What follows belongs to an exercise in optimizing a design on an open flow for small area and a short achievable clock period; a production flow would make more cautious choices. No functional check of the RTL was part of any run shown here. No run shown here takes its clock network from TritonCTS; it comes from the design's own scripts or RTL. No driver is modelled on the clock port, so clock power and skew are understated where the tree is cut down; a real chip needs a root buffer or a tree. No activity file was given, so power comes from the tool's default toggle rates.

<file path="flow/config.mk">
export PLATFORM = sky130hd
export DESIGN_NAME = fir_filter
export DESIGN_NICKNAME = fir_filter
export VERILOG_FILES = /design/flow/design.v
export SDC_FILE = /design/flow/constraint.sdc
export NUM_CORES = 4
export LEC_CHECK = 0
export CAP_MARGIN = 20
export CORE_MARGIN = 2
export CORE_UTILIZATION = 58
export SETUP_SLACK_MARGIN = 3.7
export SLEW_MARGIN = 20
export SYNTH_HIERARCHICAL = 1
</file>
<file path="flow/design.v">
module fir_filter (
    data_in, data_out, clk, rst
);
    output [17:0] data_out;
    input  [7:0]  data_in;
    input         clk, rst;
    wire [7:0] d = data_in;
    reg  [7:0]  x1n;
    reg  [7:0]  x2;
    reg  [7:0]  x3n;
    reg  [7:0]  x4;
    reg  [7:0]  x5n;
    reg  [7:0]  x6;
    reg  [7:0]  x7;
    reg  [17:0] s;
    wire p1, p2;
    fa u_p1 (.a(x2[0]), .b(x4[0]), .c(x6[0]), .s(p1), .co(p2));
    wire p3, p4;
    fa u_p3 (.a(x7[0]), .b(p1), .c(d[0]), .s(p3), .co(p4));
    wire p5, p6;
    fa u_p5 (.a(x2[1]), .b(x4[1]), .c(x6[1]), .s(p5), .co(p6));
    wire p7, p8;
    fa u_p7 (.a(x7[1]), .b(p2), .c(p5), .s(p7), .co(p8));
    wire p9, p10;
    fa u_p9 (.a(p7), .b(d[1]), .c(p4), .s(p9), .co(p10));
    wire p11, p12;
    fa u_p11 (.a(x2[2]), .b(x4[2]), .c(x6[2]), .s(p11), .co(p12));
    wire p13, p14;
    fa u_p13 (.a(x7[2]), .b(p6), .c(p11), .s(p13), .co(p14));
    wire p15, p16;
    fa u_p15 (.a(p8), .b(p13), .c(d[2]), .s(p15), .co(p16));
    wire p17, p18;
    fa u_p17 (.a(x2[3]), .b(x4[3]), .c(x6[3]), .s(p17), .co(p18));
    wire p19, p20;
    fa u_p19 (.a(x7[3]), .b(p12), .c(p17), .s(p19), .co(p20));
    wire p21, p22;
    fa u_p21 (.a(p14), .b(p19), .c(d[3]), .s(p21), .co(p22));
    wire p23, p24;
    fa u_p23 (.a(x2[4]), .b(x4[4]), .c(x6[4]), .s(p23), .co(p24));
    wire p25, p26;
    fa u_p25 (.a(x7[4]), .b(p18), .c(p23), .s(p25), .co(p26));
    wire p27, p28;
    fa u_p27 (.a(p20), .b(p25), .c(d[4]), .s(p27), .co(p28));
    wire p29, p30;
    fa u_p29 (.a(x2[5]), .b(x4[5]), .c(x6[5]), .s(p29), .co(p30));
    wire p31, p32;
    fa u_p31 (.a(x7[5]), .b(p24), .c(p29), .s(p31), .co(p32));
    wire p33, p34;
    fa u_p33 (.a(p26), .b(p31), .c(d[5]), .s(p33), .co(p34));
    wire p35, p36;
    fa u_p35 (.a(x2[6]), .b(x4[6]), .c(x6[6]), .s(p35), .co(p36));
    wire p37, p38;
    fa u_p37 (.a(x7[6]), .b(p30), .c(p35), .s(p37), .co(p38));
    wire p39, p40;
    fa u_p39 (.a(p32), .b(p37), .c(d[6]), .s(p39), .co(p40));
    wire p41, p42;
    fa u_p41 (.a(x2[7]), .b(x4[7]), .c(x6[7]), .s(p41), .co(p42));
    wire p43, p44;
    fa u_p43 (.a(x7[7]), .b(p36), .c(p41), .s(p43), .co(p44));
    wire p45, p46;
    fa u_p45 (.a(p38), .b(p43), .c(d[7]), .s(p45), .co(p46));
    wire p47 = ~(p42 ^ p44);
    wire p48 = p42 | p44;
    wire Prs3, Prc3;
    ha u_Pr3 (.a(p15), .b(p10), .s(Prs3), .co(Prc3));
    wire Prs4, Prc4;
    fa u_Pr4 (.a(p16), .b(p21), .c(Prc3), .s(Prs4), .co(Prc4));
    wire Prs5 = ~(p22 ^ p27);
    wire Prc5 = p22 | p27;
    wire Prs6, Prc6;
    fa u_Pr6 (.a(p28), .b(p33), .c(Prc5), .s(Prs6), .co(Prc6));
    wire Prs7, Prc7;
    fa u_Pr7 (.a(p34), .b(p39), .c(Prc6), .s(Prs7), .co(Prc7));
    wire Prs8, Prc8;
    ha u_Pr8 (.a(p40), .b(p45), .s(Prs8), .co(Prc8));
    wire Prs9, Prc9;
    fa u_Pr9 (.a(p47), .b(p46), .c(Prc8), .s(Prs9), .co(Prc9));
    wire Prs10, Prc10;
    ha u_Pr10 (.a(p48), .b(Prc9), .s(Prs10), .co(Prc10));
    wire [10:0] P = {Prc10, Prs10, Prs9, Prs8, Prs7, Prs6, Prs5, Prs4, Prs3, p9, p3};
    wire P_c4 = Prc4;    
    wire P_c7 = Prc7;    
    wire t1 = ~(x7[6] ^ x7[5]);
    wire t2 = x7[6] | x7[5];
    wire t3, t4;
    fa u_t3 (.a(~x3n[0]), .b(x7[7]), .c(x7[6]), .s(t3), .co(t4));
    wire t5, t6;
    fa u_t5 (.a(x7[3]), .b(x7[2]), .c(x3n[4]), .s(t5), .co(t6));
    wire t7, t8;
    fa u_t7 (.a(x7[4]), .b(x7[3]), .c(x3n[5]), .s(t7), .co(t8));
    wire t9, t10;
    fa u_t9 (.a(x7[5]), .b(x7[4]), .c(x3n[6]), .s(t9), .co(t10));
    wire t11, t12;
    ha u_t11 (.a(P[0]), .b(P[2]), .s(t11), .co(t12));
    wire t13, t14;
    fa u_t13 (.a(x3n[7]), .b(t1), .c(P[1]), .s(t13), .co(t14));
    wire t15, t16;
    fa u_t15 (.a(P[3]), .b(~P[7]), .c(~P_c7), .s(t15), .co(t16));
    wire t17, t18;
    fa u_t17 (.a(t2), .b(t3), .c(P[2]), .s(t17), .co(t18));
    wire t19, t20;
    fa u_t19 (.a(P[4]), .b(P_c4), .c(~P[8]), .s(t19), .co(t20));
    wire t21, t22;
    fa u_t21 (.a(~x3n[1]), .b(x7[7]), .c(t4), .s(t21), .co(t22));
    wire t23, t24;
    fa u_t23 (.a(P[3]), .b(P[5]), .c(~P[9]), .s(t23), .co(t24));
    wire t25, t26;
    fa u_t25 (.a(~x3n[2]), .b(P[4]), .c(P[6]), .s(t25), .co(t26));
    wire t27, t28;
    ha u_t27 (.a(P_c4), .b(~P[10]), .s(t27), .co(t28));
    wire t29, t30;
    fa u_t29 (.a(~x3n[3]), .b(P[5]), .c(P[7]), .s(t29), .co(t30));
    wire t31 = ~(x7[0]);
    wire t32, t33;
    fa u_t32 (.a(x7[1]), .b(x7[0]), .c(x3n[2]), .s(t32), .co(t33));
    wire t34, t35;
    fa u_t34 (.a(x7[2]), .b(x7[1]), .c(x3n[3]), .s(t34), .co(t35));
    wire t36, t37;
    fa u_t36 (.a(t5), .b(P[0]), .c(~P[4]), .s(t36), .co(t37));
    wire t38, t39;
    fa u_t38 (.a(t7), .b(t6), .c(P[1]), .s(t38), .co(t39));
    wire t40, t41;
    fa u_t40 (.a(t9), .b(t8), .c(~P[6]), .s(t40), .co(t41));
    wire t42, t43;
    fa u_t42 (.a(t10), .b(t12), .c(t13), .s(t42), .co(t43));
    wire t44, t45;
    fa u_t44 (.a(t17), .b(t14), .c(t19), .s(t44), .co(t45));
    wire t46, t47;
    fa u_t46 (.a(t21), .b(t18), .c(t23), .s(t46), .co(t47));
    wire t48, t49;
    fa u_t48 (.a(t22), .b(t27), .c(t25), .s(t48), .co(t49));
    wire t50, t51;
    fa u_t50 (.a(P_c7), .b(t28), .c(t29), .s(t50), .co(t51));
    wire t52, t53;
    fa u_t52 (.a(~x3n[4]), .b(P[6]), .c(P[8]), .s(t52), .co(t53));
    wire t54, t55;
    fa u_t54 (.a(~x3n[5]), .b(P[7]), .c(P[9]), .s(t54), .co(t55));
    wire t56, t57;
    ha u_t56 (.a(~x3n[6]), .b(P[8]), .s(t56), .co(t57));
    wire t58 = ~(~x3n[7]);
    wire t59, t60;
    ha u_t59 (.a(x3n[1]), .b(t31), .s(t59), .co(t60));
    wire t61, t62;
    fa u_t61 (.a(x7[0]), .b(t32), .c(~P[2]), .s(t61), .co(t62));
    wire t63, t64;
    fa u_t63 (.a(t34), .b(t33), .c(~P[3]), .s(t63), .co(t64));
    wire t65, t66;
    fa u_t65 (.a(t35), .b(~P_c4), .c(t36), .s(t65), .co(t66));
    wire t67, t68;
    fa u_t67 (.a(~P[5]), .b(t38), .c(t37), .s(t67), .co(t68));
    wire t69, t70;
    fa u_t69 (.a(t11), .b(t39), .c(t40), .s(t69), .co(t70));
    wire t71, t72;
    fa u_t71 (.a(t15), .b(t41), .c(t42), .s(t71), .co(t72));
    wire t73, t74;
    fa u_t73 (.a(t16), .b(t43), .c(t44), .s(t73), .co(t74));
    wire t75, t76;
    fa u_t75 (.a(t20), .b(t46), .c(t45), .s(t75), .co(t76));
    wire t77, t78;
    fa u_t77 (.a(t24), .b(t48), .c(t47), .s(t77), .co(t78));
    wire t79, t80;
    fa u_t79 (.a(t26), .b(t50), .c(t49), .s(t79), .co(t80));
    wire t81, t82;
    fa u_t81 (.a(t30), .b(t52), .c(t51), .s(t81), .co(t82));
    wire t83, t84;
    fa u_t83 (.a(P_c7), .b(t54), .c(t53), .s(t83), .co(t84));
    wire t85, t86;
    fa u_t85 (.a(P[10]), .b(t56), .c(t55), .s(t85), .co(t86));
    wire t87, t88;
    fa u_t87 (.a(t58), .b(P[9]), .c(t57), .s(t87), .co(t88));
    wire t89 = ~(~x3n[7] ^ P[10]);
    wire t90 = ~x3n[7] | P[10];
    wire Srs1, Src1;
    ha u_Sr1 (.a(x3n[0]), .b(~P[0]), .s(Srs1), .co(Src1));
    wire Srs2, Src2;
    fa u_Sr2 (.a(t59), .b(~P[1]), .c(Src1), .s(Srs2), .co(Src2));
    wire Srs3, Src3;
    fa u_Sr3 (.a(t60), .b(t61), .c(Src2), .s(Srs3), .co(Src3));
    wire Srs4, Src4;
    fa u_Sr4 (.a(t63), .b(t62), .c(Src3), .s(Srs4), .co(Src4));
    wire Srs5, Src5;
    fa u_Sr5 (.a(t64), .b(t65), .c(Src4), .s(Srs5), .co(Src5));
    wire Srs6, Src6;
    fa u_Sr6 (.a(t67), .b(t66), .c(Src5), .s(Srs6), .co(Src6));
    wire Srs7, Src7;
    fa u_Sr7 (.a(t69), .b(t68), .c(Src6), .s(Srs7), .co(Src7));
    wire Srs8, Src8;
    fa u_Sr8 (.a(t70), .b(t71), .c(Src7), .s(Srs8), .co(Src8));
    wire Srs9, Src9;
    fa u_Sr9 (.a(t72), .b(t73), .c(Src8), .s(Srs9), .co(Src9));
    wire Srs10 = ~(t75 ^ t74);
    wire Src10 = t75 | t74;
    wire Srs11, Src11;
    fa u_Sr11 (.a(t77), .b(t76), .c(Src10), .s(Srs11), .co(Src11));
    wire Srs12, Src12;
    fa u_Sr12 (.a(t79), .b(t78), .c(Src11), .s(Srs12), .co(Src12));
    wire Srs13, Src13;
    fa u_Sr13 (.a(t81), .b(t80), .c(Src12), .s(Srs13), .co(Src13));
    wire Srs14 = ~(t83 ^ t82);
    wire Src14 = t83 | t82;
    wire Srs15, Src15;
    fa u_Sr15 (.a(t85), .b(t84), .c(Src14), .s(Srs15), .co(Src15));
    wire Srs16, Src16;
    fa u_Sr16 (.a(t87), .b(t86), .c(Src15), .s(Srs16), .co(Src16));
    wire Srs17, Src17;
    fa u_Sr17 (.a(t89), .b(t88), .c(Src16), .s(Srs17), .co(Src17));
    wire Srs18 = ~(t90 ^ Src17);
    wire Src18 = t90 | Src17;
    wire [17:0] s_next = {Srs18, Srs17, Srs16, Srs15, Srs14, Srs13, Srs12, Srs11, Srs10, Srs9, Srs8, Srs7, Srs6, Srs5, Srs4, Srs3, Srs2, Srs1};
    reg  sc9;    
    wire sc9_next = Src9;
    reg  sc13;    
    wire sc13_next = Src13;
    wire o1, o2;
    ha u_o1 (.a(s[6]), .b(d[6]), .s(o1), .co(o2));
    wire o3, o4;
    fa u_o3 (.a(s[7]), .b(d[7]), .c(d[5]), .s(o3), .co(o4));
    wire o5, o6;
    ha u_o5 (.a(s[8]), .b(d[6]), .s(o5), .co(o6));
    wire o7, o8;
    fa u_o7 (.a(s[9]), .b(sc9), .c(d[7]), .s(o7), .co(o8));
    wire o9, o10;
    ha u_o9 (.a(s[4]), .b(d[4]), .s(o9), .co(o10));
    wire o11, o12;
    fa u_o11 (.a(s[5]), .b(d[5]), .c(d[3]), .s(o11), .co(o12));
    wire o13, o14;
    fa u_o13 (.a(d[4]), .b(d[2]), .c(d[0]), .s(o13), .co(o14));
    wire o15, o16;
    fa u_o15 (.a(d[3]), .b(d[1]), .c(o2), .s(o15), .co(o16));
    wire o17, o18;
    fa u_o17 (.a(d[4]), .b(d[2]), .c(o5), .s(o17), .co(o18));
    wire o19, o20;
    fa u_o19 (.a(d[5]), .b(d[3]), .c(o6), .s(o19), .co(o20));
    wire o21, o22;
    fa u_o21 (.a(s[10]), .b(d[6]), .c(d[4]), .s(o21), .co(o22));
    wire o23, o24;
    ha u_o23 (.a(s[11]), .b(d[7]), .s(o23), .co(o24));
    wire o25, o26;
    ha u_o25 (.a(s[2]), .b(d[2]), .s(o25), .co(o26));
    wire o27, o28;
    fa u_o27 (.a(s[3]), .b(d[3]), .c(d[1]), .s(o27), .co(o28));
    wire o29, o30;
    fa u_o29 (.a(d[2]), .b(d[0]), .c(o9), .s(o29), .co(o30));
    wire o31, o32;
    fa u_o31 (.a(d[1]), .b(o10), .c(o11), .s(o31), .co(o32));
    wire o33, o34;
    fa u_o33 (.a(o1), .b(o13), .c(o12), .s(o33), .co(o34));
    wire o35, o36;
    fa u_o35 (.a(o3), .b(o14), .c(o15), .s(o35), .co(o36));
    wire o37, o38;
    fa u_o37 (.a(o4), .b(o17), .c(o16), .s(o37), .co(o38));
    wire o39, o40;
    fa u_o39 (.a(o7), .b(o19), .c(o18), .s(o39), .co(o40));
    wire o41, o42;
    fa u_o41 (.a(o8), .b(o21), .c(o20), .s(o41), .co(o42));
    wire o43, o44;
    fa u_o43 (.a(d[5]), .b(o23), .c(o22), .s(o43), .co(o44));
    wire o45, o46;
    fa u_o45 (.a(s[12]), .b(d[6]), .c(o24), .s(o45), .co(o46));
    wire o47, o48;
    fa u_o47 (.a(s[13]), .b(sc13), .c(d[7]), .s(o47), .co(o48));
    wire yc_p0, yc_g0;
    ha u_yc_h0 (.a(s[0]), .b(d[0]), .s(yc_p0), .co(yc_g0));
    wire yc_p1, yc_g1;
    ha u_yc_h1 (.a(s[1]), .b(d[1]), .s(yc_p1), .co(yc_g1));
    wire yc_p2, yc_g2;
    ha u_yc_h2 (.a(d[0]), .b(o25), .s(yc_p2), .co(yc_g2));
    wire yc_p3, yc_g3;
    ha u_yc_h3 (.a(o26), .b(o27), .s(yc_p3), .co(yc_g3));
    wire yc_p4, yc_g4;
    ha u_yc_h4 (.a(o28), .b(o29), .s(yc_p4), .co(yc_g4));
    wire yc_p5, yc_g5;
    ha u_yc_h5 (.a(o30), .b(o31), .s(yc_p5), .co(yc_g5));
    wire yc_p6, yc_g6;
    ha u_yc_h6 (.a(o33), .b(o32), .s(yc_p6), .co(yc_g6));
    wire yc_p7, yc_g7;
    ha u_yc_h7 (.a(o34), .b(o35), .s(yc_p7), .co(yc_g7));
    wire yc_p8, yc_g8;
    ha u_yc_h8 (.a(o37), .b(o36), .s(yc_p8), .co(yc_g8));
    wire yc_p9, yc_g9;
    ha u_yc_h9 (.a(o39), .b(o38), .s(yc_p9), .co(yc_g9));
    wire yc_p10, yc_g10;
    ha u_yc_h10 (.a(o41), .b(o40), .s(yc_p10), .co(yc_g10));
    wire yc_p11, yc_g11;
    ha u_yc_h11 (.a(o43), .b(o42), .s(yc_p11), .co(yc_g11));
    wire yc_p12, yc_g12;
    ha u_yc_h12 (.a(o45), .b(o44), .s(yc_p12), .co(yc_g12));
    wire yc_p13, yc_g13;
    ha u_yc_h13 (.a(o47), .b(o46), .s(yc_p13), .co(yc_g13));
    wire yc_p14, yc_g14;
    ha u_yc_h14 (.a(s[14]), .b(o48), .s(yc_p14), .co(yc_g14));
    wire yc_G1 = yc_g1 | (yc_p1 & yc_g0);
    wire yc_P1 = yc_p1 & yc_p0;
    wire yc_G2 = yc_g3 | (yc_p3 & yc_g2);
    wire yc_P2 = yc_p3 & yc_p2;
    wire yc_G3 = yc_g5 | (yc_p5 & yc_g4);
    wire yc_P3 = yc_p5 & yc_p4;
    wire yc_G4 = yc_g7 | (yc_p7 & yc_g6);
    wire yc_P4 = yc_p7 & yc_p6;
    wire yc_G5 = yc_g9 | (yc_p9 & yc_g8);
    wire yc_P5 = yc_p9 & yc_p8;
    wire yc_G6 = yc_g11 | (yc_p11 & yc_g10);
    wire yc_P6 = yc_p11 & yc_p10;
    wire yc_G7 = yc_g13 | (yc_p13 & yc_g12);
    wire yc_P7 = yc_p13 & yc_p12;
    wire yc_G8 = s[15] & yc_g14;
    wire yc_P8 = s[15] & yc_p14;
    wire yc_P9 = s[17] & s[16];
    wire yc_G10 = yc_G2 | (yc_P2 & yc_G1);
    wire yc_P10 = yc_P2 & yc_P1;
    wire yc_G11 = yc_G4 | (yc_P4 & yc_G3);
    wire yc_P11 = yc_P4 & yc_P3;
    wire yc_G12 = yc_G6 | (yc_P6 & yc_G5);
    wire yc_P12 = yc_P6 & yc_P5;
    wire yc_G13 = yc_G8 | (yc_P8 & yc_G7);
    wire yc_P13 = yc_P8 & yc_P7;
    wire yc_G14 = yc_G11 | (yc_P11 & yc_G10);
    wire yc_P14 = yc_P11 & yc_P10;
    wire yc_G15 = yc_G13 | (yc_P13 & yc_G12);
    wire yc_P15 = yc_P13 & yc_P12;
    wire yc_G16 = yc_G15 | (yc_P15 & yc_G14);
    wire yc_P16 = yc_P15 & yc_P14;
    wire yc_G17 = yc_G12 | (yc_P12 & yc_G14);
    wire yc_P17 = yc_P12 & yc_P14;
    wire yc_G18 = yc_G3 | (yc_P3 & yc_G10);
    wire yc_P18 = yc_P3 & yc_P10;
    wire yc_G19 = yc_G5 | (yc_P5 & yc_G14);
    wire yc_P19 = yc_P5 & yc_P14;
    wire yc_G20 = yc_G7 | (yc_P7 & yc_G17);
    wire yc_P20 = yc_P7 & yc_P17;
    wire yc_G21 = yc_P9 & yc_G16;
    wire yc_P21 = yc_P9 & yc_P16;
    wire yc_G22 = yc_g2 | (yc_p2 & yc_G1);
    wire yc_P22 = yc_p2 & yc_P1;
    wire yc_G23 = yc_g4 | (yc_p4 & yc_G10);
    wire yc_P23 = yc_p4 & yc_P10;
    wire yc_G24 = yc_g6 | (yc_p6 & yc_G18);
    wire yc_P24 = yc_p6 & yc_P18;
    wire yc_G25 = yc_g8 | (yc_p8 & yc_G14);
    wire yc_P25 = yc_p8 & yc_P14;
    wire yc_G26 = yc_g10 | (yc_p10 & yc_G19);
    wire yc_P26 = yc_p10 & yc_P19;
    wire yc_G27 = yc_g12 | (yc_p12 & yc_G17);
    wire yc_P27 = yc_p12 & yc_P17;
    wire yc_G28 = yc_g14 | (yc_p14 & yc_G20);
    wire yc_P28 = yc_p14 & yc_P20;
    wire yc_G29 = s[16] & yc_G16;
    wire yc_P29 = s[16] & yc_P16;
    wire yc_s1 = yc_p1 ^ yc_g0;
    wire yc_s2 = yc_p2 ^ yc_G1;
    wire yc_s3 = yc_p3 ^ yc_G22;
    wire yc_s4 = yc_p4 ^ yc_G10;
    wire yc_s5 = yc_p5 ^ yc_G23;
    wire yc_s6 = yc_p6 ^ yc_G18;
    wire yc_s7 = yc_p7 ^ yc_G24;
    wire yc_s8 = yc_p8 ^ yc_G14;
    wire yc_s9 = yc_p9 ^ yc_G25;
    wire yc_s10 = yc_p10 ^ yc_G19;
    wire yc_s11 = yc_p11 ^ yc_G26;
    wire yc_s12 = yc_p12 ^ yc_G17;
    wire yc_s13 = yc_p13 ^ yc_G27;
    wire yc_s14 = yc_p14 ^ yc_G20;
    wire yc_s15 = s[15] ^ yc_G28;
    wire yc_s16 = s[16] ^ yc_G16;
    wire yc_s17 = s[17] ^ yc_G29;
    assign data_out = {yc_s17, yc_s16, yc_s15, yc_s14, yc_s13, yc_s12, yc_s11, yc_s10, yc_s9, yc_s8, yc_s7, yc_s6, yc_s5, yc_s4, yc_s3, yc_s2, yc_s1, yc_p0};
    wire rst_n = ~rst;
    wire [7:0] x1n_d;
    nand2v u_x1n (.a(d), .b({8{rst_n}}), .y(x1n_d));
    wire [7:0] x2_d;
    nor2v u_x2 (.a(x1n), .b({8{rst}}), .y(x2_d));
    wire [7:0] x3n_d;
    nand2v u_x3n (.a(x2), .b({8{rst_n}}), .y(x3n_d));
    wire [7:0] x4_d;
    nor2v u_x4 (.a(x3n), .b({8{rst}}), .y(x4_d));
    wire [7:0] x5n_d;
    nand2v u_x5n (.a(x4), .b({8{rst_n}}), .y(x5n_d));
    wire [7:0] x6_d;
    nor2v u_x6 (.a(x5n), .b({8{rst}}), .y(x6_d));
    wire [7:0] x7_d = rst ? 8'h00 : x6;
    always @(posedge clk) begin
        x1n <= x1n_d;
        x2 <= x2_d;
        x3n <= x3n_d;
        x4 <= x4_d;
        x5n <= x5n_d;
        x6 <= x6_d;
        x7 <= x7_d;
        s <= rst ? 18'd0 : s_next;
        sc9 <= rst ? 1'b0 : sc9_next;
        sc13 <= rst ? 1'b0 : sc13_next;
    end
endmodule
module fa (input a, input b, input c, output s, output co);
    assign s = a ^ b ^ c;
    assign co = (a & b) | (a & c) | (b & c);
endmodule
module ha (input a, input b, output s, output co);
    assign s = a ^ b;
    assign co = a & b;
endmodule
module nand2v (input [7:0] a, input [7:0] b, output [7:0] y);
    assign y = ~(a & b);
endmodule
module nor2v (input [7:0] a, input [7:0] b, output [7:0] y);
    assign y = ~(a | b);
endmodule
</file>
<file path="flow/flow/run.sh">
#!/bin/bash
# Layout flow: the standard ORFS flow (standard.sh, unchanged synthesis),
# with these layout changes:
#  - ports are buffered with the smallest buffer (repair_timing upsizes the
#    ones on critical paths) instead of the delay cell buffer_ports picks;
#  - the clock tree is a root buffer and four leaf buffers (flow/cts_tree.tcl,
#    sourced before the CTS step) instead of TritonCTS's 9-buffer H-tree.
# Each tool's output is in this folder's orfs/logs; the make output is in
# flow.log.
set -euo pipefail
here=$(cd "$(dirname "$0")" && pwd)
export BUFFER_PORTS_ARGS="-buffer_cell sky130_fd_sc_hd__buf_1"
export PRE_CTS_TCL="$here/cts_tree.tcl"
export CTS_NLEAF=4
export CTS_ROOT_CELL=sky130_fd_sc_hd__clkbuf_8
export CTS_LEAF_CELL=sky130_fd_sc_hd__clkbuf_8
bash standard.sh finish > flow.log 2>&1
</file>
<file path="flow/constraint.sdc">
create_clock -name core_clock -period 11.0 [get_ports {clk}]
set_input_delay 2.2000 -clock core_clock [delete_from_list [all_inputs] [get_ports {clk}]]
set_output_delay 2.2000 -clock core_clock [all_outputs]
set_load 0.01 [all_outputs]
</file>
<file path="flow/standard.sh">
#!/bin/bash
# synth_recipe.tcl (not shown) runs the flow's synth.tcl, then flattens the netlist and writes it again
# the make line also repeats each setting of config.mk as NAME=value (left out here)
make -C /OpenROAD-flow-scripts/flow DESIGN_CONFIG=/design/flow/config.mk WORK_HOME=/design/flow/orfs CLKGATE_MAP_FILE= SYNTH_SCRIPT=/design/flow/synth_recipe.tcl "${@:-finish}"
</file>
<file path="flow/flow/cts_tree.tcl">
# Sourced before clock tree synthesis (PRE_CTS_TCL). Replaces TritonCTS with a
# small two-level clock tree: the clock port drives one root buffer, which
# drives NLEAF leaf buffers; the flip-flops are split by position (recursive
# bisection) into NLEAF equal groups, each driven by the leaf buffer placed at the group's centroid.
# All flip-flops sit at the same depth (root + one leaf), so the tree adds no
# deliberate skew.
proc clock_tree_synthesis { args } {
  set nleaf $::env(CTS_NLEAF)
  set db [ord::get_db]
  set block [ord::get_db_block]
  set clk_net [$block findNet clk]
  set leafm [$db findMaster $::env(CTS_LEAF_CELL)]
  set rootm [$db findMaster $::env(CTS_ROOT_CELL)]
  set sinks {}
  foreach it [$clk_net getITerms] {
    set loc [[$it getInst] getLocation]
    lappend sinks [list $it [lindex $loc 0] [lindex $loc 1]]
  }
  set n [llength $sinks]
  # recursive bisection (alternately by x and y) into nleaf groups of
  # (nearly) equal size; nleaf is a power of two
  set groups [list $sinks]
  set axis 1
  while {[llength $groups] < $nleaf} {
    set next {}
    foreach grp $groups {
      set grp [lsort -integer -index $axis $grp]
      set h [expr {[llength $grp] / 2}]
      lappend next [lrange $grp 0 [expr {$h - 1}]] [lrange $grp $h end]
    }
    set groups $next
    set axis [expr {3 - $axis}]
  }
  set sx 0; set sy 0
  foreach s $sinks { incr sx [lindex $s 1]; incr sy [lindex $s 2] }
  set root [odb::dbInst_create $block $rootm clkroot]
  $root setLocation [expr {$sx / $n}] [expr {$sy / $n}]
  $root setPlacementStatus PLACED
  set rootnet [odb::dbNet_create $block clknet_root]
  $rootnet setSigType CLOCK
  [$root findITerm A] connect $clk_net
  [$root findITerm X] connect $rootnet
  set g 0
  foreach grp $groups {
    set gx 0; set gy 0
    foreach s $grp { incr gx [lindex $s 1]; incr gy [lindex $s 2] }
    set m [llength $grp]
    set leaf [odb::dbInst_create $block $leafm clkleaf_$g]
    $leaf setLocation [expr {$gx / $m}] [expr {$gy / $m}]
    $leaf setPlacementStatus PLACED
    set net [odb::dbNet_create $block clknet_leaf_$g]
    $net setSigType CLOCK
    [$leaf findITerm A] connect $rootnet
    [$leaf findITerm X] connect $net
    foreach s $grp {
      set it [lindex $s 0]
      $it disconnect
      $it connect $net
    }
    incr g
  }
  $clk_net setSigType CLOCK
  puts "clock tree: root [$rootm getName], $nleaf leaves [$leafm getName], $n sinks"
  set_propagated_clock [all_clocks]
}
</file>
==> out/results.ini, run 1 <==
[status]
status=timing/DRC/antenna clean

[final_layout]
area_growth_pct=7.38
nFillCells=680
design_area_sq_mm=0.00533
drive_gt1_share_pct=10.2
finalNetCount=564
n_antenna_cell=0
utilization_pct=64.6

[worst_setup_path]
crit_fanout=3
crit_path_start_kind=input pin
startpoint=data_in[6]
rr_startpoint=x2[4]$_DFF_P_
cpLargestDelayFamily=adder cells
cp_common_cell=ha_4
end_kind=output port
worstSetupPathType=in2out
cp.buffers_inverters=2
max_stage_delay_ps=530
slowest_stage=fa_1
arrival_ps=4950
worstPathRequired_ps=8800
crit_chain=buf_12, ha_4, fa_2, fa_1, ha_4, nand4_1, a21oi_2, o41ai_4, o21ai_2, ha_2, nor2_2, xnor2_1, buf_2

[power]
seqPwrFrac_pct=24.4
power_density_mw_per_mm2=252
clkPwrFrac_pct=9.0
power_switching_mw=0.557
power.leakage_nw=2.41
irDropWorstVdd_v=0.000171
total_power_mw=1.35
intPower_mw=0.789
p_sw_share_pct=41.4
p_comb_share_pct=66.6

[sta]
slew_headroom_pct=43.9
report.final.slew_viol_count=0
fin_worst_skew_ps=12.6
setup_viol=0
hold_violations=0
setup_tns_ps=0
fmax_mhz=140
rsz0062_at_grt=false
whs_ps=376
post-route-period-util_pct=65.0
worst_pin_slew_ps=840
fin_crit_ps=7150

[placement]
place_area_sq_mm=0.00505
port_buffers=27
place_congestion=0.810
post-dp-hpwl_um=6550

[global_route]
grt_usage_pct=20.2
overflow=0
antenna_found_initial=0
grt_max_degree=54
first_global_vias=2983
grt_pass1_wl_um=14100

[hold_path]
hold_start=x5n[0]$_DFF_P_
min_path_type=reg2reg

[route]
wl_per_cell_um=15.9
drtAntennaViolNets=0
drc_errors=0
drt_pass1_iterations=4
drt_iter0_markers=47
vias=2624
wl_um=8200
vias_per_cell=5.09

[yosys]
synth_most_common_cell=fa_1
ys_top_cells_by_area=fa_1, dfxtp_1, ha_1
synth_top_flop_cell=dfxtp_1
synth.avg_cell_area_sq_um=12.5
synth.yosys.seq_area_share_pct=30.6
synth_cell_type_count=23
synth_cells=397
synthArstFlopShare_pct=0
synth_top_cell_by_area=fa_1
synth_edf_count=0
synth.top_cell.area_share_pct=39.5
synth_nets=548
netlist_area_sq_mm=0.00496
yosys_warnings=7
synthTopCellsByCount=fa_1, dfxtp_1, ha_1, inv_1, nor2_1
synth-seq-cells=76

[clock_network]
worstSkewPairLatency_ps=340
clk_pin_slew_worst_paths_ps=110

[flow_run]
max_cap_viol_count=0

[floorplanning]
fp-row-count=33
die_h_um=96.5
dieWidth_um=96.5
dieArea_sq_mm=0.00932
coreArea_sq_mm=0.00826
io_pins=28
start_util_pct=60.1

==> modules after synthesis (local to each module, per instance) <==
module,times used,flops+latches
fa,98,0
fir_filter,1,76
ha,28,0
nand2v,3,0
nor2v,3,0
==> final timing paths <==
check / to / slack (ps) / depth (start not counted)
setup reg to reg: s[12]$_SDFF_PP0_ / 4970 / 15
setup / recovery: data_out[15] / 3850 / 13
hold reg to reg: x6[0]$_DFF_P_ / 380 / 1
hold / removal: x6[0]$_DFF_P_ / 380 / 1
==> kinds of logic after synthesis <==
group	count (synthesis)	synth area share, %
AND/OR/NAND/NOR	93	8.67
flip-flops	76	30.6
AO/OA/AOI/OAI	16	2.70
adder cells (fa/ha/maj)	141	50.4
buffers and inverters	62	6.05
XOR/XNOR	9	1.59
==> power groups by stage <==
stage / registers, mW / logic (mW) / clock network (mW)
after floorplan: 0.330 / 0.758 / 0
final: 0.328 / 0.896 / 0.122
after global routing: 0.332 / 1.05 / 0.137
after CTS: 0.329 / 0.883 / 0.127
after global placement: 0.334 / 0.787 / 0
after detailed placement: 0.334 / 0.806 / 0
==> flip-flops by register name, summed over array words and instances, names as in the netlist <==
register / cells
s: 18
x1n: 8
x2: 8
x3n: 8
x4: 8
x5n: 8
x6: 8
x7: 8
sc13: 1
sc9: 1
==> metrics by stage <==
stage | instances | worst slack [ps]
floorplan | 397 | 3950
global placement | 508 | 3380
detailed placement | 508 | 3290
CTS | 515 | 3700
global route | 516 | 3700
finish | 516 | 3850
==> worst reg2reg max path: stages (launching register included) <==
cell and delay (ps):
dfxtp_1 350, fa_1 570, fa_1 440, fa_1 460
inv_1 70, ha_1 150, inv_1 50, fa_1 380
fa_1 600, fa_1 460, fa_1 480, fa_1 510
fa_1 460, fa_1 390, fa_1 430, nor2b_1 130
==> metal layers <==
layer  routed length (um)  global-route usage, %  vias up  part of all wire, %
li1                     -                      -     1236                    -
met1                 3560                   27.0     1340                   43
met2                 4220                   37.6       39                   51
met3                  285                   1.09        9                  3.5
met4                  125                   2.46        0                  1.5
met5                    0                      0        -                    0
==> layout by cell type (no fill, tap or decap), types with 2 or more instances in the layout <==
cell / count
buf_1: 16
nand4_1: 2
o21ai_2: 3
buf_4: 3
xnor2_1: 8
clkbuf_4: 3
a21o_1: 3
ha_4: 7
fa_1: 97
ha_2: 2
nor2_2: 2
a21oi_2: 2
dfxtp_1: 76
ha_1: 34
a21oi_4: 2
inv_1: 41
nand2_1: 27
buf_2: 5
nor2_1: 32
nor2b_1: 26
clkbuf_8: 5
or2_2: 2
o21ai_0: 2
==> cell type report <==
type                       instances  area, sq um  area share [%]
timing repair buffer              30          183            3.43
tap                              105          131            2.46
multi-input combinational        259         3270            61.4
inverter                          41          154            2.89
buffer                             5         68.8            1.29
sequential                        76         1520            28.5
==> what timing repair did <==
action,4_1_cts,5_1_grt
setup endpoints to repair,9,6
hold buffers,0,0
pin swaps,15,5
hold endpoints to repair,0,0
resized for setup,30,9
buffers inserted,2,0
==> run 2: changes to the inputs <==
--- a/flow/design.v
+++ b/flow/design.v
@@ -177,7 +177,7 @@
     wire Srs3, Src3;
     fa u_Sr3 (.a(t60), .b(t61), .c(Src2), .s(Srs3), .co(Src3));
     wire Srs4, Src4;
-    fa u_Sr4 (.a(t63), .b(t62), .c(Src3), .s(Srs4), .co(Src4));
+    ha u_Sr4 (.a(t63), .b(t62), .s(Srs4), .co(Src4));
     wire Srs5, Src5;
     fa u_Sr5 (.a(t64), .b(t65), .c(Src4), .s(Srs5), .co(Src5));
     wire Srs6, Src6;
@@ -207,6 +207,8 @@
     wire Srs18 = ~(t90 ^ Src17);
     wire Src18 = t90 | Src17;
     wire [17:0] s_next = {Srs18, Srs17, Srs16, Srs15, Srs14, Srs13, Srs12, Srs11, Srs10, Srs9, Srs8, Srs7, Srs6, Srs5, Srs4, Srs3, Srs2, Srs1};
+    reg  sc3;    
+    wire sc3_next = Src3;
     reg  sc9;    
     wire sc9_next = Src9;
     reg  sc13;    
@@ -220,75 +222,77 @@
     wire o7, o8;
     fa u_o7 (.a(s[9]), .b(sc9), .c(d[7]), .s(o7), .co(o8));
     wire o9, o10;
-    ha u_o9 (.a(s[4]), .b(d[4]), .s(o9), .co(o10));
+    ha u_o9 (.a(s[3]), .b(sc3), .s(o9), .co(o10));
     wire o11, o12;
-    fa u_o11 (.a(s[5]), .b(d[5]), .c(d[3]), .s(o11), .co(o12));
+    fa u_o11 (.a(s[4]), .b(d[4]), .c(d[2]), .s(o11), .co(o12));
     wire o13, o14;
-    fa u_o13 (.a(d[4]), .b(d[2]), .c(d[0]), .s(o13), .co(o14));
+    fa u_o13 (.a(s[5]), .b(d[5]), .c(d[3]), .s(o13), .co(o14));
     wire o15, o16;
-    fa u_o15 (.a(d[3]), .b(d[1]), .c(o2), .s(o15), .co(o16));
+    fa u_o15 (.a(d[4]), .b(d[2]), .c(d[0]), .s(o15), .co(o16));
     wire o17, o18;
-    fa u_o17 (.a(d[4]), .b(d[2]), .c(o5), .s(o17), .co(o18));
+    fa u_o17 (.a(d[3]), .b(d[1]), .c(o2), .s(o17), .co(o18));
     wire o19, o20;
-    fa u_o19 (.a(d[5]), .b(d[3]), .c(o6), .s(o19), .co(o20));
+    fa u_o19 (.a(d[4]), .b(d[2]), .c(o5), .s(o19), .co(o20));
     wire o21, o22;
-    fa u_o21 (.a(s[10]), .b(d[6]), .c(d[4]), .s(o21), .co(o22));
+    fa u_o21 (.a(d[5]), .b(d[3]), .c(o6), .s(o21), .co(o22));
     wire o23, o24;
-    ha u_o23 (.a(s[11]), .b(d[7]), .s(o23), .co(o24));
+    fa u_o23 (.a(s[10]), .b(d[6]), .c(d[4]), .s(o23), .co(o24));
     wire o25, o26;
-    ha u_o25 (.a(s[2]), .b(d[2]), .s(o25), .co(o26));
+    ha u_o25 (.a(s[11]), .b(d[7]), .s(o25), .co(o26));
     wire o27, o28;
-    fa u_o27 (.a(s[3]), .b(d[3]), .c(d[1]), .s(o27), .co(o28));
+    ha u_o27 (.a(s[2]), .b(d[2]), .s(o27), .co(o28));
     wire o29, o30;
-    fa u_o29 (.a(d[2]), .b(d[0]), .c(o9), .s(o29), .co(o30));
+    fa u_o29 (.a(o9), .b(d[3]), .c(d[1]), .s(o29), .co(o30));
     wire o31, o32;
-    fa u_o31 (.a(d[1]), .b(o10), .c(o11), .s(o31), .co(o32));
+    fa u_o31 (.a(o10), .b(d[0]), .c(o11), .s(o31), .co(o32));
     wire o33, o34;
-    fa u_o33 (.a(o1), .b(o13), .c(o12), .s(o33), .co(o34));
+    fa u_o33 (.a(d[1]), .b(o13), .c(o12), .s(o33), .co(o34));
     wire o35, o36;
-    fa u_o35 (.a(o3), .b(o14), .c(o15), .s(o35), .co(o36));
+    fa u_o35 (.a(o1), .b(o15), .c(o14), .s(o35), .co(o36));
     wire o37, o38;
-    fa u_o37 (.a(o4), .b(o17), .c(o16), .s(o37), .co(o38));
+    fa u_o37 (.a(o3), .b(o16), .c(o17), .s(o37), .co(o38));
     wire o39, o40;
-    fa u_o39 (.a(o7), .b(o19), .c(o18), .s(o39), .co(o40));
+    fa u_o39 (.a(o4), .b(o19), .c(o18), .s(o39), .co(o40));
     wire o41, o42;
-    fa u_o41 (.a(o8), .b(o21), .c(o20), .s(o41), .co(o42));
+    fa u_o41 (.a(o7), .b(o21), .c(o20), .s(o41), .co(o42));
     wire o43, o44;
-    fa u_o43 (.a(d[5]), .b(o23), .c(o22), .s(o43), .co(o44));
+    fa u_o43 (.a(o8), .b(o23), .c(o22), .s(o43), .co(o44));
     wire o45, o46;
-    fa u_o45 (.a(s[12]), .b(d[6]), .c(o24), .s(o45), .co(o46));
+    fa u_o45 (.a(d[5]), .b(o25), .c(o24), .s(o45), .co(o46));
     wire o47, o48;
-    fa u_o47 (.a(s[13]), .b(sc13), .c(d[7]), .s(o47), .co(o48));
+    fa u_o47 (.a(s[12]), .b(d[6]), .c(o26), .s(o47), .co(o48));
+    wire o49, o50;
+    fa u_o49 (.a(s[13]), .b(sc13), .c(d[7]), .s(o49), .co(o50));
     wire yc_p0, yc_g0;
     ha u_yc_h0 (.a(s[0]), .b(d[0]), .s(yc_p0), .co(yc_g0));
     wire yc_p1, yc_g1;
     ha u_yc_h1 (.a(s[1]), .b(d[1]), .s(yc_p1), .co(yc_g1));
     wire yc_p2, yc_g2;
-    ha u_yc_h2 (.a(d[0]), .b(o25), .s(yc_p2), .co(yc_g2));
+    ha u_yc_h2 (.a(d[0]), .b(o27), .s(yc_p2), .co(yc_g2));
     wire yc_p3, yc_g3;
-    ha u_yc_h3 (.a(o26), .b(o27), .s(yc_p3), .co(yc_g3));
+    ha u_yc_h3 (.a(o28), .b(o29), .s(yc_p3), .co(yc_g3));
     wire yc_p4, yc_g4;
-    ha u_yc_h4 (.a(o28), .b(o29), .s(yc_p4), .co(yc_g4));
+    ha u_yc_h4 (.a(o30), .b(o31), .s(yc_p4), .co(yc_g4));
     wire yc_p5, yc_g5;
-    ha u_yc_h5 (.a(o30), .b(o31), .s(yc_p5), .co(yc_g5));
+    ha u_yc_h5 (.a(o33), .b(o32), .s(yc_p5), .co(yc_g5));
     wire yc_p6, yc_g6;
-    ha u_yc_h6 (.a(o33), .b(o32), .s(yc_p6), .co(yc_g6));
+    ha u_yc_h6 (.a(o35), .b(o34), .s(yc_p6), .co(yc_g6));
     wire yc_p7, yc_g7;
-    ha u_yc_h7 (.a(o34), .b(o35), .s(yc_p7), .co(yc_g7));
+    ha u_yc_h7 (.a(o36), .b(o37), .s(yc_p7), .co(yc_g7));
     wire yc_p8, yc_g8;
-    ha u_yc_h8 (.a(o37), .b(o36), .s(yc_p8), .co(yc_g8));
+    ha u_yc_h8 (.a(o39), .b(o38), .s(yc_p8), .co(yc_g8));
     wire yc_p9, yc_g9;
-    ha u_yc_h9 (.a(o39), .b(o38), .s(yc_p9), .co(yc_g9));
+    ha u_yc_h9 (.a(o41), .b(o40), .s(yc_p9), .co(yc_g9));
     wire yc_p10, yc_g10;
-    ha u_yc_h10 (.a(o41), .b(o40), .s(yc_p10), .co(yc_g10));
+    ha u_yc_h10 (.a(o43), .b(o42), .s(yc_p10), .co(yc_g10));
     wire yc_p11, yc_g11;
-    ha u_yc_h11 (.a(o43), .b(o42), .s(yc_p11), .co(yc_g11));
+    ha u_yc_h11 (.a(o45), .b(o44), .s(yc_p11), .co(yc_g11));
     wire yc_p12, yc_g12;
-    ha u_yc_h12 (.a(o45), .b(o44), .s(yc_p12), .co(yc_g12));
+    ha u_yc_h12 (.a(o47), .b(o46), .s(yc_p12), .co(yc_g12));
     wire yc_p13, yc_g13;
-    ha u_yc_h13 (.a(o47), .b(o46), .s(yc_p13), .co(yc_g13));
+    ha u_yc_h13 (.a(o49), .b(o48), .s(yc_p13), .co(yc_g13));
     wire yc_p14, yc_g14;
-    ha u_yc_h14 (.a(s[14]), .b(o48), .s(yc_p14), .co(yc_g14));
+    ha u_yc_h14 (.a(s[14]), .b(o50), .s(yc_p14), .co(yc_g14));
     wire yc_G1 = yc_g1 | (yc_p1 & yc_g0);
     wire yc_P1 = yc_p1 & yc_p0;
     wire yc_G2 = yc_g3 | (yc_p3 & yc_g2);
@@ -387,6 +391,7 @@
         x6 <= x6_d;
         x7 <= x7_d;
         s <= rst ? 18'd0 : s_next;
+        sc3 <= rst ? 1'b0 : sc3_next;
         sc9 <= rst ? 1'b0 : sc9_next;
         sc13 <= rst ? 1'b0 : sc13_next;
     end
--- a/flow/config.mk
+++ b/flow/config.mk
@@ -5,9 +5,10 @@
 export SDC_FILE = /design/flow/constraint.sdc
 export NUM_CORES = 4
 export LEC_CHECK = 0
+export ABC_AREA = 1
 export CAP_MARGIN = 20
 export CORE_MARGIN = 2
 export CORE_UTILIZATION = 58
-export SETUP_SLACK_MARGIN = 3.7
+export SETUP_SLACK_MARGIN = 3.9
 export SLEW_MARGIN = 20
 export SYNTH_HIERARCHICAL = 1
==> out/results.ini, run 2 <==
[status]
status=timing/DRC/antenna clean

[final_layout]
area_growth_pct=7.47
finalNetCount=612
final_common_cell=fa_1
drive_gt1_share_pct=10.9
largest_reg_flops=18
fin_cells=566
largest_register=s
final_cell_mix=fa_1, dfxtp_1, inv_1, nor2_1
n_antenna_cell=0

[global_route]
grt_max_degree=55
first_global_vias=3276
overflow=0
grt_pass1_wl_um=15600
antenna_found_initial=0
grt_usage_pct=20.5

[worst_setup_path]
rr_startpoint=x2[4]$_DFF_P_
worstPathRequired_ps=8800
r2r_setup_slack_ps=5050
end_kind=output port
crit_chain=buf_6, fa_1, fa_1, ha_4, nand2_4, inv_2, a21oi_4, nand2_2, nand2_2, nand2_2, nand2_1, nand2_1, ha_2, nor2_2, xnor2_1, buf_2
slowest_stage=fa_1
cp.buffers_inverters=3
cp_common_cell=nand2_2
crit_fanout=6
reg2reg_to=s[12]$_SDFF_PP0_
crit_path_start_kind=input pin
worstSetupPathType=in2out
cpLargestDelayFamily=adder cells
crit_path_end=data_out[15]
ff2ff_path_depth=16
cp.depth=16
max_stage_delay_ps=600
arrival_ps=4800
startpoint=data_in[2]

[yosys]
synth_cell_type_count=20
synth.yosys.seq_area_share_pct=30.5
synth_edf_count=0
netlist_area_sq_mm=0.00506
synth-seq-cells=77
synth_cells=443
synth_top_cell_by_area=fa_1
synth_nets=595
synth_top_flop_cell=dfxtp_1
synth.top_cell.area_share_pct=38.8
synthTopCellsByCount=fa_1, dfxtp_1, inv_1, nor2_1, ha_1
synth_most_common_cell=fa_1
synthArstFlopShare_pct=0
ys_top_cells_by_area=fa_1, dfxtp_1, ha_1
yosys_warnings=7
synth.avg_cell_area_sq_um=11.4

[power]
clkPwrFrac_pct=9.2
total_power_mw=1.36
seqPwrFrac_pct=24.4
power_switching_mw=0.582
irDropWorstVdd_v=0.000203
p_sw_share_pct=42.8
p_comb_share_pct=66.4
power.leakage_nw=2.56
power_density_mw_per_mm2=250
intPower_mw=0.778

[floorplanning]
dieArea_sq_mm=0.00949
dieWidth_um=97.4
start_util_pct=58.9
io_pins=28
coreArea_sq_mm=0.00859
fp-row-count=34
die_h_um=97.4

[sta]
fin_crit_ps=7000
rsz0062_at_grt=true
fin_worst_skew_ps=10.3
post-route-period-util_pct=63.6
fmax_mhz=143
whs_ps=381
worst_pin_slew_ps=965
setup_tns_ps=0
hold_violations=0
report.final.slew_viol_count=0
slew_headroom_pct=35.6
fin_ws_ps=4000
setup_viol=0

[placement]
post-dp-hpwl_um=6940
place_congestion=0.807
port_buffers=27
dp.cells=557
place_ws_ps=3410

[route]
drc_errors=0
drt_pass1_iterations=4
drtAntennaViolNets=0
wl_um=8650
vias_per_cell=4.97
wl_per_cell_um=15.3
drt_iter0_markers=44
vias=2815

[clock_network]
clk_pin_slew_worst_paths_ps=110
worstSkewPairLatency_ps=340
ctsHoldBuffers=0

[hold_path]
min_path_type=reg2reg

[flow_run]
max_cap_viol_count=0

-- run 2: area by class of cell --
| cell class | count | area (sq um) |
|---|---|---|
| multi-input combinational | 271 | 3210 |
| buffer | 5 | 68.8 |
| fill | 741 | 3160 |
| inverter | 74 | 278 |
| timing repair buffer | 31 | 201 |
| tap | 108 | 135 |
| sequential | 77 | 1540 |
-- run 2: power groups by stage --
stage	logic, mW	registers [mW]	clock network [mW]
finish	0.903	0.332	0.125
global route	1.06	0.336	0.138
CTS	0.899	0.332	0.129
detailed placement	0.815	0.338	0
global placement	0.795	0.337	0
floorplan	0.775	0.334	0
-- run 2: worst min path at each step --
stage                     slack, ps  cells past startpoint            from       endpoint
after global routing            400                      1  x1n[3]$_DFF_P_  x2[3]$_DFF_P_
after global placement          360                      1  x5n[5]$_DFF_P_  x6[5]$_DFF_P_
final                           380                      1  x5n[7]$_DFF_P_  x6[7]$_DFF_P_
after detailed placement        370                      1  x5n[0]$_DFF_P_  x6[0]$_DFF_P_
after CTS                       380                      1  x5n[5]$_DFF_P_  x6[5]$_DFF_P_
after floorplan                 360                      1  x1n[0]$_DFF_P_  x2[0]$_DFF_P_
-- run 2: cells by family after synthesis --
family | synth area share [%]
fa+ha+maj | 49.7
buf+inv | 8.38
xor+xnor | 1.56
flops | 30.5
compound gates | 1.16
simple gates | 8.78
-- run 2: per-stage QoR --
| step | instance area, sq um | utilization, % |
|---|---|---|
| 2_1_floorplan | 5060 | - |
| 5_1_grt | 5440 | 63.3 |
| 6_report | 5440 | 63.3 |
| 4_1_cts | 5370 | 62.5 |
| 3_3_place_gp | 5150 | 59.9 |
| 3_5_place_dp | 5150 | 59.9 |
-- run 2: per-layer routing --
layer  global-route usage [%]  up-vias  routed length (um)
met5                        0        -                   0
met4                     3.53        0                 176
met3                     1.44       11                 190
met2                     38.4       30                4530
met1                     26.7     1451                3750
li1                         -     1323                   -
-- run 2: timing repair --
| item | in CTS | in global routing |
|---|---|---|
| pin swaps | 16 | 21 |
| resized for setup | 32 | 21 |
| buffers inserted | 3 | 1 |
| setup endpoints to repair | 11 | 8 |
-- run 2: Yosys stat by module (local to each module, per instance) --
module	cell area (sq um)	cells inside	flip-flops and latches
ha	12.5	1	0
nand2v	30.0	8	0
fa	20.0	1	0
nor2v	30.0	8	0
fir_filter	2550	268	77
==> run 3: changes to the inputs <==
--- a/flow/design.v
+++ b/flow/design.v
@@ -59,8 +59,8 @@
     fa u_p43 (.a(x7[7]), .b(p36), .c(p41), .s(p43), .co(p44));
     wire p45, p46;
     fa u_p45 (.a(p38), .b(p43), .c(d[7]), .s(p45), .co(p46));
-    wire p47 = ~(p42 ^ p44);
-    wire p48 = p42 | p44;
+    wire p47, p48;
+    fa u_p47 (.a(p42), .b(p44), .c(p46), .s(p47), .co(p48));
     wire Prs3, Prc3;
     ha u_Pr3 (.a(p15), .b(p10), .s(Prs3), .co(Prc3));
     wire Prs4, Prc4;
@@ -72,71 +72,70 @@
     wire Prs7, Prc7;
     fa u_Pr7 (.a(p34), .b(p39), .c(Prc6), .s(Prs7), .co(Prc7));
     wire Prs8, Prc8;
-    ha u_Pr8 (.a(p40), .b(p45), .s(Prs8), .co(Prc8));
-    wire Prs9, Prc9;
-    fa u_Pr9 (.a(p47), .b(p46), .c(Prc8), .s(Prs9), .co(Prc9));
+    fa u_Pr8 (.a(p40), .b(p45), .c(Prc7), .s(Prs8), .co(Prc8));
+    wire Prs9 = ~p47;
     wire Prs10, Prc10;
-    ha u_Pr10 (.a(p48), .b(Prc9), .s(Prs10), .co(Prc10));
+    ha u_Pr10 (.a(p48), .b(p47), .s(Prs10), .co(Prc10));
     wire [10:0] P = {Prc10, Prs10, Prs9, Prs8, Prs7, Prs6, Prs5, Prs4, Prs3, p9, p3};
     wire P_c4 = Prc4;    
-    wire P_c7 = Prc7;    
-    wire t1 = ~(x7[6] ^ x7[5]);
-    wire t2 = x7[6] | x7[5];
+    wire P_c8 = Prc8;    
+    wire t1, t2;
+    fa u_t1 (.a(~x3n[0]), .b(x7[7]), .c(x7[6]), .s(t1), .co(t2));
     wire t3, t4;
-    fa u_t3 (.a(~x3n[0]), .b(x7[7]), .c(x7[6]), .s(t3), .co(t4));
+    fa u_t3 (.a(x7[3]), .b(x7[2]), .c(x3n[4]), .s(t3), .co(t4));
     wire t5, t6;
-    fa u_t5 (.a(x7[3]), .b(x7[2]), .c(x3n[4]), .s(t5), .co(t6));
+    fa u_t5 (.a(x7[4]), .b(x7[3]), .c(x3n[5]), .s(t5), .co(t6));
     wire t7, t8;
-    fa u_t7 (.a(x7[4]), .b(x7[3]), .c(x3n[5]), .s(t7), .co(t8));
+    fa u_t7 (.a(x7[5]), .b(x7[4]), .c(x3n[6]), .s(t7), .co(t8));
     wire t9, t10;
-    fa u_t9 (.a(x7[5]), .b(x7[4]), .c(x3n[6]), .s(t9), .co(t10));
+    ha u_t9 (.a(P[0]), .b(P[2]), .s(t9), .co(t10));
     wire t11, t12;
-    ha u_t11 (.a(P[0]), .b(P[2]), .s(t11), .co(t12));
+    fa u_t11 (.a(x7[6]), .b(x7[5]), .c(x3n[7]), .s(t11), .co(t12));
     wire t13, t14;
-    fa u_t13 (.a(x3n[7]), .b(t1), .c(P[1]), .s(t13), .co(t14));
+    fa u_t13 (.a(P[1]), .b(P[3]), .c(~P[7]), .s(t13), .co(t14));
     wire t15, t16;
-    fa u_t15 (.a(P[3]), .b(~P[7]), .c(~P_c7), .s(t15), .co(t16));
+    fa u_t15 (.a(t1), .b(P[2]), .c(P[4]), .s(t15), .co(t16));
     wire t17, t18;
-    fa u_t17 (.a(t2), .b(t3), .c(P[2]), .s(t17), .co(t18));
+    fa u_t17 (.a(P_c4), .b(~P[8]), .c(~P_c8), .s(t17), .co(t18));
     wire t19, t20;
-    fa u_t19 (.a(P[4]), .b(P_c4), .c(~P[8]), .s(t19), .co(t20));
+    fa u_t19 (.a(~x3n[1]), .b(x7[7]), .c(t2), .s(t19), .co(t20));
     wire t21, t22;
-    fa u_t21 (.a(~x3n[1]), .b(x7[7]), .c(t4), .s(t21), .co(t22));
+    fa u_t21 (.a(P[3]), .b(P[5]), .c(~P[9]), .s(t21), .co(t22));
     wire t23, t24;
-    fa u_t23 (.a(P[3]), .b(P[5]), .c(~P[9]), .s(t23), .co(t24));
+    fa u_t23 (.a(~x3n[2]), .b(P[4]), .c(P[6]), .s(t23), .co(t24));
     wire t25, t26;
-    fa u_t25 (.a(~x3n[2]), .b(P[4]), .c(P[6]), .s(t25), .co(t26));
+    ha u_t25 (.a(P_c4), .b(~P[10]), .s(t25), .co(t26));
     wire t27, t28;
-    ha u_t27 (.a(P_c4), .b(~P[10]), .s(t27), .co(t28));
+    ha u_t27 (.a(~x3n[3]), .b(P[5]), .s(t27), .co(t28));
     wire t29, t30;
-    fa u_t29 (.a(~x3n[3]), .b(P[5]), .c(P[7]), .s(t29), .co(t30));
+    ha u_t29 (.a(~x3n[4]), .b(P[6]), .s(t29), .co(t30));
     wire t31 = ~(x7[0]);
     wire t32, t33;
     fa u_t32 (.a(x7[1]), .b(x7[0]), .c(x3n[2]), .s(t32), .co(t33));
     wire t34, t35;
     fa u_t34 (.a(x7[2]), .b(x7[1]), .c(x3n[3]), .s(t34), .co(t35));
     wire t36, t37;
-    fa u_t36 (.a(t5), .b(P[0]), .c(~P[4]), .s(t36), .co(t37));
+    fa u_t36 (.a(t3), .b(P[0]), .c(~P[4]), .s(t36), .co(t37));
     wire t38, t39;
-    fa u_t38 (.a(t7), .b(t6), .c(P[1]), .s(t38), .co(t39));
+    fa u_t38 (.a(t5), .b(t4), .c(P[1]), .s(t38), .co(t39));
     wire t40, t41;
-    fa u_t40 (.a(t9), .b(t8), .c(~P[6]), .s(t40), .co(t41));
+    fa u_t40 (.a(t7), .b(t6), .c(~P[6]), .s(t40), .co(t41));
     wire t42, t43;
-    fa u_t42 (.a(t10), .b(t12), .c(t13), .s(t42), .co(t43));
+    fa u_t42 (.a(t11), .b(t8), .c(t10), .s(t42), .co(t43));
     wire t44, t45;
-    fa u_t44 (.a(t17), .b(t14), .c(t19), .s(t44), .co(t45));
+    fa u_t44 (.a(t12), .b(t15), .c(t17), .s(t44), .co(t45));
     wire t46, t47;
-    fa u_t46 (.a(t21), .b(t18), .c(t23), .s(t46), .co(t47));
+    fa u_t46 (.a(t19), .b(t16), .c(t21), .s(t46), .co(t47));
     wire t48, t49;
-    fa u_t48 (.a(t22), .b(t27), .c(t25), .s(t48), .co(t49));
+    fa u_t48 (.a(t20), .b(t25), .c(t23), .s(t48), .co(t49));
     wire t50, t51;
-    fa u_t50 (.a(P_c7), .b(t28), .c(t29), .s(t50), .co(t51));
+    fa u_t50 (.a(P[7]), .b(t27), .c(t26), .s(t50), .co(t51));
     wire t52, t53;
-    fa u_t52 (.a(~x3n[4]), .b(P[6]), .c(P[8]), .s(t52), .co(t53));
+    fa u_t52 (.a(P[8]), .b(P_c8), .c(t29), .s(t52), .co(t53));
     wire t54, t55;
     fa u_t54 (.a(~x3n[5]), .b(P[7]), .c(P[9]), .s(t54), .co(t55));
     wire t56, t57;
-    ha u_t56 (.a(~x3n[6]), .b(P[8]), .s(t56), .co(t57));
+    fa u_t56 (.a(~x3n[6]), .b(P[8]), .c(P[10]), .s(t56), .co(t57));
     wire t58 = ~(~x3n[7]);
     wire t59, t60;
     ha u_t59 (.a(x3n[1]), .b(t31), .s(t59), .co(t60));
@@ -149,23 +148,23 @@
     wire t67, t68;
     fa u_t67 (.a(~P[5]), .b(t38), .c(t37), .s(t67), .co(t68));
     wire t69, t70;
-    fa u_t69 (.a(t11), .b(t39), .c(t40), .s(t69), .co(t70));
+    fa u_t69 (.a(t9), .b(t39), .c(t40), .s(t69), .co(t70));
     wire t71, t72;
-    fa u_t71 (.a(t15), .b(t41), .c(t42), .s(t71), .co(t72));
+    fa u_t71 (.a(t13), .b(t41), .c(t42), .s(t71), .co(t72));
     wire t73, t74;
-    fa u_t73 (.a(t16), .b(t43), .c(t44), .s(t73), .co(t74));
+    fa u_t73 (.a(t14), .b(t43), .c(t44), .s(t73), .co(t74));
     wire t75, t76;
-    fa u_t75 (.a(t20), .b(t46), .c(t45), .s(t75), .co(t76));
+    fa u_t75 (.a(t18), .b(t46), .c(t45), .s(t75), .co(t76));
     wire t77, t78;
-    fa u_t77 (.a(t24), .b(t48), .c(t47), .s(t77), .co(t78));
+    fa u_t77 (.a(t22), .b(t48), .c(t47), .s(t77), .co(t78));
     wire t79, t80;
-    fa u_t79 (.a(t26), .b(t50), .c(t49), .s(t79), .co(t80));
+    fa u_t79 (.a(t24), .b(t50), .c(t49), .s(t79), .co(t80));
     wire t81, t82;
-    fa u_t81 (.a(t30), .b(t52), .c(t51), .s(t81), .co(t82));
+    fa u_t81 (.a(t28), .b(t52), .c(t51), .s(t81), .co(t82));
     wire t83, t84;
-    fa u_t83 (.a(P_c7), .b(t54), .c(t53), .s(t83), .co(t84));
+    fa u_t83 (.a(t30), .b(t54), .c(t53), .s(t83), .co(t84));
     wire t85, t86;
-    fa u_t85 (.a(P[10]), .b(t56), .c(t55), .s(t85), .co(t86));
+    fa u_t85 (.a(P_c8), .b(t56), .c(t55), .s(t85), .co(t86));
     wire t87, t88;
     fa u_t87 (.a(t58), .b(P[9]), .c(t57), .s(t87), .co(t88));
     wire t89 = ~(~x3n[7] ^ P[10]);
--- a/flow/config.mk
+++ b/flow/config.mk
@@ -5,10 +5,9 @@
 export SDC_FILE = /design/flow/constraint.sdc
 export NUM_CORES = 4
 export LEC_CHECK = 0
-export ABC_AREA = 1
 export CAP_MARGIN = 20
 export CORE_MARGIN = 2
 export CORE_UTILIZATION = 58
-export SETUP_SLACK_MARGIN = 3.9
+export SETUP_SLACK_MARGIN = 3.7
 export SLEW_MARGIN = 20
 export SYNTH_HIERARCHICAL = 1
==> out/results.ini, run 3 <==
[global_route]
grt_max_degree=55
grt_pass1_wl_um=13900
grt_usage_pct=19.8
antenna_found_initial=0
overflow=0
first_global_vias=2965

[sta]
setup_viol=0
fmax_mhz=139
report.final.slew_viol_count=0
rsz0062_at_grt=false
post-route-period-util_pct=65.2
slew_headroom_pct=45.6
worst_pin_slew_ps=816
fin_crit_ps=7180
setup_tns_ps=0
fin_worst_skew_ps=12.1
hold_violations=0
whs_ps=370

[final_layout]
finalNetCount=558
seqCellArea_sq_mm=0.00154
n_antenna_cell=0
fin_cells=510
largest_register=s
utilization_pct=64.3
multi_input_area_sq_mm=0.00328
final_cell_mix=fa_1, dfxtp_1, inv_1, ha_1, nor2_1
final_common_cell=fa_1
area_growth_pct=6.87
largest_reg_flops=18
drive_gt1_share_pct=10.6
nFillCells=672

[yosys]
ys_top_cells_by_area=fa_1, dfxtp_1, ha_1
synth_most_common_cell=fa_1
synth.top_cell.area_share_pct=39.9
netlist_area_sq_mm=0.00497
synth_edf_count=0
synth.avg_cell_area_sq_um=12.7
synthArstFlopShare_pct=0
synth_top_cell_by_area=fa_1
yosys_warnings=7
synth-seq-cells=77
synth_cells=391
synth.yosys.seq_area_share_pct=31.0
synth_top_flop_cell=dfxtp_1
synthTopCellsByCount=fa_1, dfxtp_1, ha_1, nor2_1, inv_1
synth_cell_type_count=23
synth_nets=542

[route]
drt_pass1_iterations=4
wl_um=8040
drc_errors=0
drt_iter0_markers=35
wl_per_cell_um=15.8
drtAntennaViolNets=0
vias=2612
vias_per_cell=5.12

[floorplanning]
io_pins=28
dieWidth_um=96.6
start_util_pct=60.2
dieArea_sq_mm=0.00932
fp-row-count=33
coreArea_sq_mm=0.00826
die_h_um=96.6

[power]
irDropWorstVdd_v=0.000188
power_density_mw_per_mm2=252
power.leakage_nw=2.39
total_power_mw=1.34

[worst_setup_path]
crit_chain=buf_12, ha_4, fa_2, fa_2, ha_4, nand4_1, a21oi_2, o41ai_4, inv_1, ha_2, nor2_2, xnor2_1, buf_2
crit_path_start_kind=input pin
arrival_ps=4980
crit_fanout=3
cpLargestDelayFamily=adder cells
max_stage_delay_ps=570
end_kind=output port
worstSetupPathType=in2out
worstPathRequired_ps=8800
cp.buffers_inverters=3
slowest_stage=fa_2

[flow_run]
max_cap_viol_count=0

[clock_network]
worstSkewPairLatency_ps=340
clk_pin_slew_worst_paths_ps=120

[placement]
port_buffers=27
post-dp-hpwl_um=6400
dp.cells=503
place_congestion=0.857

[hold_path]
min_path_type=reg2reg

[status]
status=timing/DRC/antenna clean

-- run 3: logic make-up (layout without fill, tap and decap cells) --
| family | Yosys count | after routing | share of synthesized area [%] |
|---|---|---|---|
| buf+inv | 54 | 68 | 5.44 |
| compound gates | 16 | 16 | 2.69 |
| flops | 77 | 77 | 31.0 |
| xor+xnor | 9 | 9 | 1.59 |
| simple gates | 94 | 94 | 8.79 |
| fa+ha+maj | 141 | 141 | 50.5 |
-- run 3: stage by stage --
step / cell area, sq um / setup WS, ps
final: 5310 / 3820
after global routing: 5310 / 3700
after CTS: 5270 / 3710
after detailed placement: 5060 / 3140
after global placement: 5060 / 3240
after floorplan: 4970 / 3950
-- run 3: timing repair --
| item | CTS | global route |
|---|---|---|
| pin swaps | 17 | 9 |
| endpoints found under the setup margin | 12 | 7 |
| hold buffers | 0 | 0 |
| resized for setup | 33 | 6 |
| buffers inserted | 2 | 0 |
-- run 3: final cells by class --
| type | instances | area share [%] |
|---|---|---|
| Timing Repair Buffer | 30 | 3.11 |
| Inverter | 33 | 2.33 |
| Multi-Input combinational cell | 260 | 61.8 |
| Buffer | 5 | 1.30 |
| Sequential cell | 77 | 29.0 |
| Tap cell | 105 | 2.47 |
-- run 3: power by group --
group          internal [mW]  total (mW)  switching (mW)
sequential             0.314       0.332          0.0174
combinational          0.433       0.885           0.452
clock                 0.0418       0.121          0.0796
-- run 3: worst paths after layout --
| kind | start | endpoint | slack, ps | cells past startpoint |
|---|---|---|---|---|
| worst max register to register | x2[4]$_DFF_P_ | s[12]$_SDFF_PP0_ | 4720 | 20 |
| worst max-delay path | data_in[6] | data_out[13] | 3820 | 13 |
| worst min register to register | x5n[0]$_DFF_P_ | x6[0]$_DFF_P_ | 370 | 1 |
| worst min-delay path | x5n[0]$_DFF_P_ | x6[0]$_DFF_P_ | 370 | 1 |
-- run 3: Yosys stat by module (local to each module, per instance) --
| module | cells | times used |
|---|---|---|
| nand2v | 8 | 3 |
| nor2v | 8 | 3 |
| ha | 1 | 29 |
| fa | 1 | 99 |
| fir_filter | 215 | 1 |
-- run 3: per-layer routing --
| metal | track usage [%] | vias to the layer above | routed length, um |
|---|---|---|---|
| met5 | 0 | - | 0 |
| li1 | - | 1217 | - |
| met2 | 36.6 | 24 | 4130 |
| met1 | 26.9 | 1365 | 3600 |
| met4 | 1.88 | 0 | 86 |
| met3 | 1.32 | 6 | 213 |

## port drivers added, routing unchanged
Ports are ideal in the flow. The routed layouts listed here were re-timed in OpenROAD. Step 1 sets driving cells, clkbuf_16 on the clock port and buf_2 on the other inputs (assumed; they add their load-dependent delay and slew). Step 2 moves the port delays by t, midway between the first and last clock arrival at a register: inputs arrive t later, outputs are due t later. That takes back most of the time a late clock gives input paths. Three values: no drivers, after step 1, after step 2; two values: the first two.
| run | t (ns) | slack for setup (ns) | worst setup path after step 2 |
|---|---|---|---|
| run 1 | 0.359 | 3.846 / 3.798 / 3.798 | input to output |
| run 2 | 0.369 | 4.000 / 3.955 / 3.948 | input to register |
| run 3 | 0.362 | 3.823 / 3.773 / 3.652 | input to register |
After both steps every run listed still meets setup and hold. The setup slack of run 3, which loses most, moves by -0.050 ns with the drivers and by -0.171 ns with both steps.
